Context: an optimization exercise on an open-source flow, tuned for small area and a short achievable clock period. The choices shown serve that exercise and are no tape-out recipe. In this exercise RTL edits were held to simulation tests only and were not proved equivalent to the original.

## 08-26
==> module reg_file, before the edit <==
module reg_file
 #(parameter bits = 16,N = 3)
 (input logic [N-1:0] RA1,RA2,WA3,input logic WE3,LWE,input logic [N-1:0] LWA,input logic [bits-1:0] LWD,
  input logic clk,rst,input logic [bits-1:0] WD3,output logic [bits-1:0] RD1,RD2);
 logic [bits-1:0] sram [2**N-1:0];
 always_ff @ (posedge clk,posedge rst) begin
	 if (rst) begin
		 for (int i = 0; i < 2**N; i++) sram[i] <= 'b0;
	 end
	 else if (LWE) sram[LWA] <= LWD;
	 else if (WE3) sram[WA3] <= WD3;
 end
 assign RD1 = sram[RA1];
 assign RD2 = sram[RA2];
endmodule
==> module ERM16_microprocessor, before the edit <==
module ERM16_microprocessor (input logic init,clk,input logic [15:0] DI,output logic [15:0] ADDR_BUS,DO,output logic wrmem,ioe,intreq);
logic decodeinstr,we3,rst,hlt,wrpc,prefix,jump,ch,ret,wrflags,seladdr,state_flag_bit;
logic [5:0] Jcc;
logic [4:0] func;
logic [3:0] stwr;
logic [1:0] spc_a;
logic [2:0] spc_b;
logic [2:0] state;
logic [6:0] q_ir;
logic [8:0] q_op;
logic [15:0] imm,a,b,Bop,RD1,RD2,WD3,ALUresult,DI_PC,DO_PC;
logic [5:0] flags_in,flags_out;
logic [2:0] A1,A3;
logic lmul,ldiv,lmod,limm,lany,llast,lhold;
logic [15:0] lB;
logic [2:0] ldest;
logic [15:0] lres;
logic lp16;
logic [16:0] acc,lx;
logic [3:0] lqb;
control_unit cb(q_ir,clk,state_flag_bit,init,wrmem,ioe,intreq,decodeinstr,we3,rst,hlt,wrpc,prefix,jump,ch,ret,wrflags,seladdr,Jcc,func,stwr,spc_a,spc_b,state);
always_ff @(posedge clk)
	{q_ir,q_op} <= DI;
assign imm = {4'b0,{6{q_op[5]}},q_op[5:0]};
assign A1 = ret ? 3'b111 : q_op[8:6];
assign A3 = ch ? 3'b111 : q_op[8:6];
always_comb
	case (stwr[2:0])
		3'd0: WD3 = ALUresult;
		3'd1: WD3 = imm;
		3'd2: WD3 = b;
		3'd3: WD3 = a;
		default: WD3 = DI;
	endcase
reg_file regfile(A1,q_op[5:3],A3,we3,llast,ldest,lres,clk,rst,WD3,RD1,RD2);
always_ff @(posedge clk,posedge rst)
	if (rst) {lmul,ldiv,lmod,limm} <= 4'b0;
	else if (state == 3'd3) begin
		lmul <= q_ir[6:1] == 6'd12;
		ldiv <= q_ir[6:1] == 6'd13;
		lmod <= q_ir[6:1] == 6'd39;
		limm <= q_ir[0] & ((q_ir[6:1] == 6'd12) | (q_ir[6:1] == 6'd13) | (q_ir[6:1] == 6'd39));
	end
	else limm <= 1'b0;
assign lany = lmul | ldiv | lmod;
assign llast = lany & (state == 3'd3);
assign lhold = lany & (state != 3'd3);
always_ff @(posedge clk)
	if (state == 3'd0) ldest <= q_op[8:6];
assign lB = limm ? imm : b;
always_ff @(posedge clk)
	if (lhold) a <= {a[11:0],lqb};
	else a <= (llast & (A1 == ldest)) ? lres : RD1;
always_ff @(posedge clk)
	if (lhold) b <= lB;
	else b <= (llast & (q_op[5:3] == ldest)) ? lres : RD2;
assign Bop = spc_b[0] ? imm : b;
alu16 ALU(a,Bop,DO_PC,spc_a[0],func,flags_out,flags_in,ALUresult);
always_comb begin
	logic [16:0] x,addend,s;
	logic co;
	lx = acc;
	for (int k = 3; k >= 0; k--) begin
		x = {lx[15:0],lmul ? 1'b0 : a[12+k]};
		addend = lmul ? {1'b0,lB & {16{a[12+k]}}} : {1'b1,~lB};
		{co,s} = {1'b0,x} + {1'b0,addend} + {17'b0,~lmul};
		lqb[k] = co;
		lx = (lmul | co) ? s : x;
	end
end
always_ff @(posedge clk)
	acc <= (state == 3'd3) ? 17'b0 : lx;
assign lres = (lmul | lmod) ? lx[15:0] : {a[11:0],lqb};
assign lp16 = lx[16];
logic f5,f4,f3,f1,f0;
always_ff @(posedge clk,posedge rst)
	if (rst) {f5,f3,f1,f0} <= 4'b0;
	else if (wrflags) {f5,f3,f1,f0} <= {flags_in[5],flags_in[3],flags_in[1:0]};
always_ff @(posedge clk,posedge rst)
	if (rst) f4 <= 1'b0;
	else if (wrflags) f4 <= flags_in[4];
	else if (llast & lmul) f4 <= lp16;
assign flags_out = {f5,f4,f3,1'b0,f1,f0};
assign state_flag_bit = flags_out[Jcc[2:0]];
assign DI_PC = jump ? (prefix ? imm : a) : ALUresult;
always_ff @(posedge clk,posedge rst)
	if (rst) DO_PC <= 16'b0;
	else if (wrpc & (jump | (state != 3'd0))) DO_PC <= DI_PC;
always_ff @(posedge clk,posedge rst)
	if (rst) ADDR_BUS <= 16'b0;
	else if (~hlt) ADDR_BUS <= seladdr ? b : DO_PC;
always_ff @(posedge clk)
	DO <= a;
endmodule
==> flow/config.mk <==
export PLATFORM = sky130hd
export DESIGN_NAME = ERM16_microprocessor
export DESIGN_NICKNAME = ERM16_microprocessor
export VERILOG_FILES = /design/flow/design.v
export SDC_FILE = /design/flow/constraint.sdc
export NUM_CORES = 4
export LEC_CHECK = 0
export ABC_AREA = 1
export CAP_MARGIN = 20
export CORE_MARGIN = 2
export CORE_UTILIZATION = 40
export SLEW_MARGIN = 20
==> flow/constraint.sdc <==
create_clock -name core_clock -period 30.0 [get_ports {clk}]
set_input_delay 6.0000 -clock core_clock [delete_from_list [all_inputs] [get_ports {clk}]]
set_output_delay 6.0000 -clock core_clock [all_outputs]
set_load 0.01 [all_outputs]
run.sh (not shown) runs the stock make flow with config.mk's settings and CLKGATE_MAP_FILE= SYNTH_SCRIPT=/design/flow/synth_recipe.tcl, a recipe that flattens the netlist after the stock synthesis.
diff inputs: 08-26 => 05-21
diff --git a/flow/design.v b/flow/design.v
--- a/flow/design.v
+++ b/flow/design.v
@@ -17,6 +17,5 @@
 module reg_file
  #(parameter bits = 16,N = 3)
- (input logic [N-1:0] RA1,RA2,WA3,input logic WE3,LWE,input logic [N-1:0] LWA,input logic [bits-1:0] LWD,
-  input logic clk,rst,input logic [bits-1:0] WD3,output logic [bits-1:0] RD1,RD2);
+ (input logic [N-1:0] RA1,RA2,WA3,input logic WE3,clk,rst,input logic [bits-1:0] WD3,output logic [bits-1:0] RD1,RD2);
  logic [bits-1:0] sram [2**N-1:0];
  always_ff @ (posedge clk,posedge rst) begin
@@ -24,5 +23,4 @@
 		 for (int i = 0; i < 2**N; i++) sram[i] <= 'b0;
 	 end
-	 else if (LWE) sram[LWA] <= LWD;
 	 else if (WE3) sram[WA3] <= WD3;
  end
@@ -631,4 +629,5 @@
 logic lmul,ldiv,lmod,limm,lany,llast,lhold;
 logic [15:0] lB;
+logic [17:0] lB3;
 logic [2:0] ldest;
 logic [15:0] lres;
@@ -641,7 +640,8 @@
 assign imm = {4'b0,{6{q_op[5]}},q_op[5:0]};
 assign A1 = ret ? 3'b111 : q_op[8:6];
-assign A3 = ch ? 3'b111 : q_op[8:6];
+assign A3 = llast ? ldest : ch ? 3'b111 : q_op[8:6];
 always_comb
-	case (stwr[2:0])
+	if (llast) WD3 = lres;
+	else case (stwr[2:0])
 		3'd0: WD3 = ALUresult;
 		3'd1: WD3 = imm;
@@ -650,5 +650,5 @@
 		default: WD3 = DI;
 	endcase
-reg_file regfile(A1,q_op[5:3],A3,we3,llast,ldest,lres,clk,rst,WD3,RD1,RD2);
+reg_file regfile(A1,q_op[5:3],A3,we3 | llast,clk,rst,WD3,RD1,RD2);
 always_ff @(posedge clk,posedge rst)
 	if (rst) {lmul,ldiv,lmod,limm} <= 4'b0;
@@ -674,14 +674,41 @@
 assign Bop = spc_b[0] ? imm : b;
 alu16 ALU(a,Bop,DO_PC,spc_a[0],func,flags_out,flags_in,ALUresult);
+assign lB3 = {2'b0,lB} + {1'b0,lB,1'b0};
 always_comb begin
-	logic [16:0] x,addend,s;
-	logic co;
+	logic [17:0] t,m,y1;
+	logic [18:0] d1,d2,d3;
 	lx = acc;
-	for (int k = 3; k >= 0; k--) begin
-		x = {lx[15:0],lmul ? 1'b0 : a[12+k]};
-		addend = lmul ? {1'b0,lB & {16{a[12+k]}}} : {1'b1,~lB};
-		{co,s} = {1'b0,x} + {1'b0,addend} + {17'b0,~lmul};
-		lqb[k] = co;
-		lx = (lmul | co) ? s : x;
+	for (int k = 1; k >= 0; k--) begin
+		t = {lx[15:0],lmul ? 2'b00 : a[12+2*k +: 2]};
+		case (a[12+2*k +: 2])
+			2'd0: m = 18'b0;
+			2'd1: m = {2'b0,lB};
+			2'd2: m = {1'b0,lB,1'b0};
+			default: m = lB3;
+		endcase
+		y1 = lmul ? m : ~{2'b0,lB};
+		d1 = {1'b0,t} + {1'b0,y1} + {18'b0,~lmul};
+		d2 = {1'b0,t} - {2'b0,lB,1'b0};
+		d3 = {1'b0,t} - {1'b0,lB3};
+		if (lmul) begin
+			lx = d1[16:0];
+			lqb[2*k +: 2] = 2'd0;
+		end
+		else if (!d3[18]) begin
+			lx = d3[16:0];
+			lqb[2*k +: 2] = 2'd3;
+		end
+		else if (!d2[18]) begin
+			lx = d2[16:0];
+			lqb[2*k +: 2] = 2'd2;
+		end
+		else if (d1[18]) begin
+			lx = d1[16:0];
+			lqb[2*k +: 2] = 2'd1;
+		end
+		else begin
+			lx = t[16:0];
+			lqb[2*k +: 2] = 2'd0;
+		end
 	end
 end
## What came out
- Compared to 08-26, 05-21 has portion of the layout cell area used by clock cells 0.58 points lower.
- Higher post-synthesis instance area was reported by 05-21, not 08-26.
- 08-26 has lower via-per-instance ratio than 05-21.
- | simple-gate area share of the yosys netlist | lower: 08-26 |
- 05-21 vs 08-26: number of standard cells in the layout, taps in and fillers out up in 05-21
- In 05-21 relative to 08-26, number of cells in the design after placement had gone up by more than 10%.
- met3 demand-to-capacity share in global routing ends up higher on 08-26.
- Per the comparison of 05-21 with 08-26, final critical delay including setup and external delays decreased by 1.05 ns relative to the old numbers, final design utilization decreased by 0.74 points relative to the old numbers, via count increased by about 18% relative to the old numbers, cell depth of the worst flop-to-flop path decreased by 13 relative to the old numbers.

==> separate check: timing with driven ports <==
How much do the figures lean on ideal ports? The routed layouts below were timed once more, with nothing changed but the port constraints. Step 1, drivers: a clkbuf_16 drives clk and a buf_2 each remaining input, both assumed. Step 2 moves the port delays by t, midway between the first and last clock arrival at a register: inputs arrive t later, outputs are due t later. That takes back most of the time a late clock gives input paths. a / b / c = ideal / step 1 / step 2; a / b = the first two.
| run | t (ns) | setup slack, ns | hold slack, ns | worst setup path after step 2 | clock arrival spread, ns |
|---|---|---|---|---|---|
| 08-26 | 0.595 | 18.671 / 18.671 / 18.671 | 0.296 / 0.296 / 0.296 | register to register | 0.034 / 0.033 |
| 05-21 | 0.623 | 19.719 / 19.719 / 19.719 | 0.286 / 0.286 / 0.286 | register to register | 0.035 / 0.035 |
After both steps every run listed still meets setup and hold.
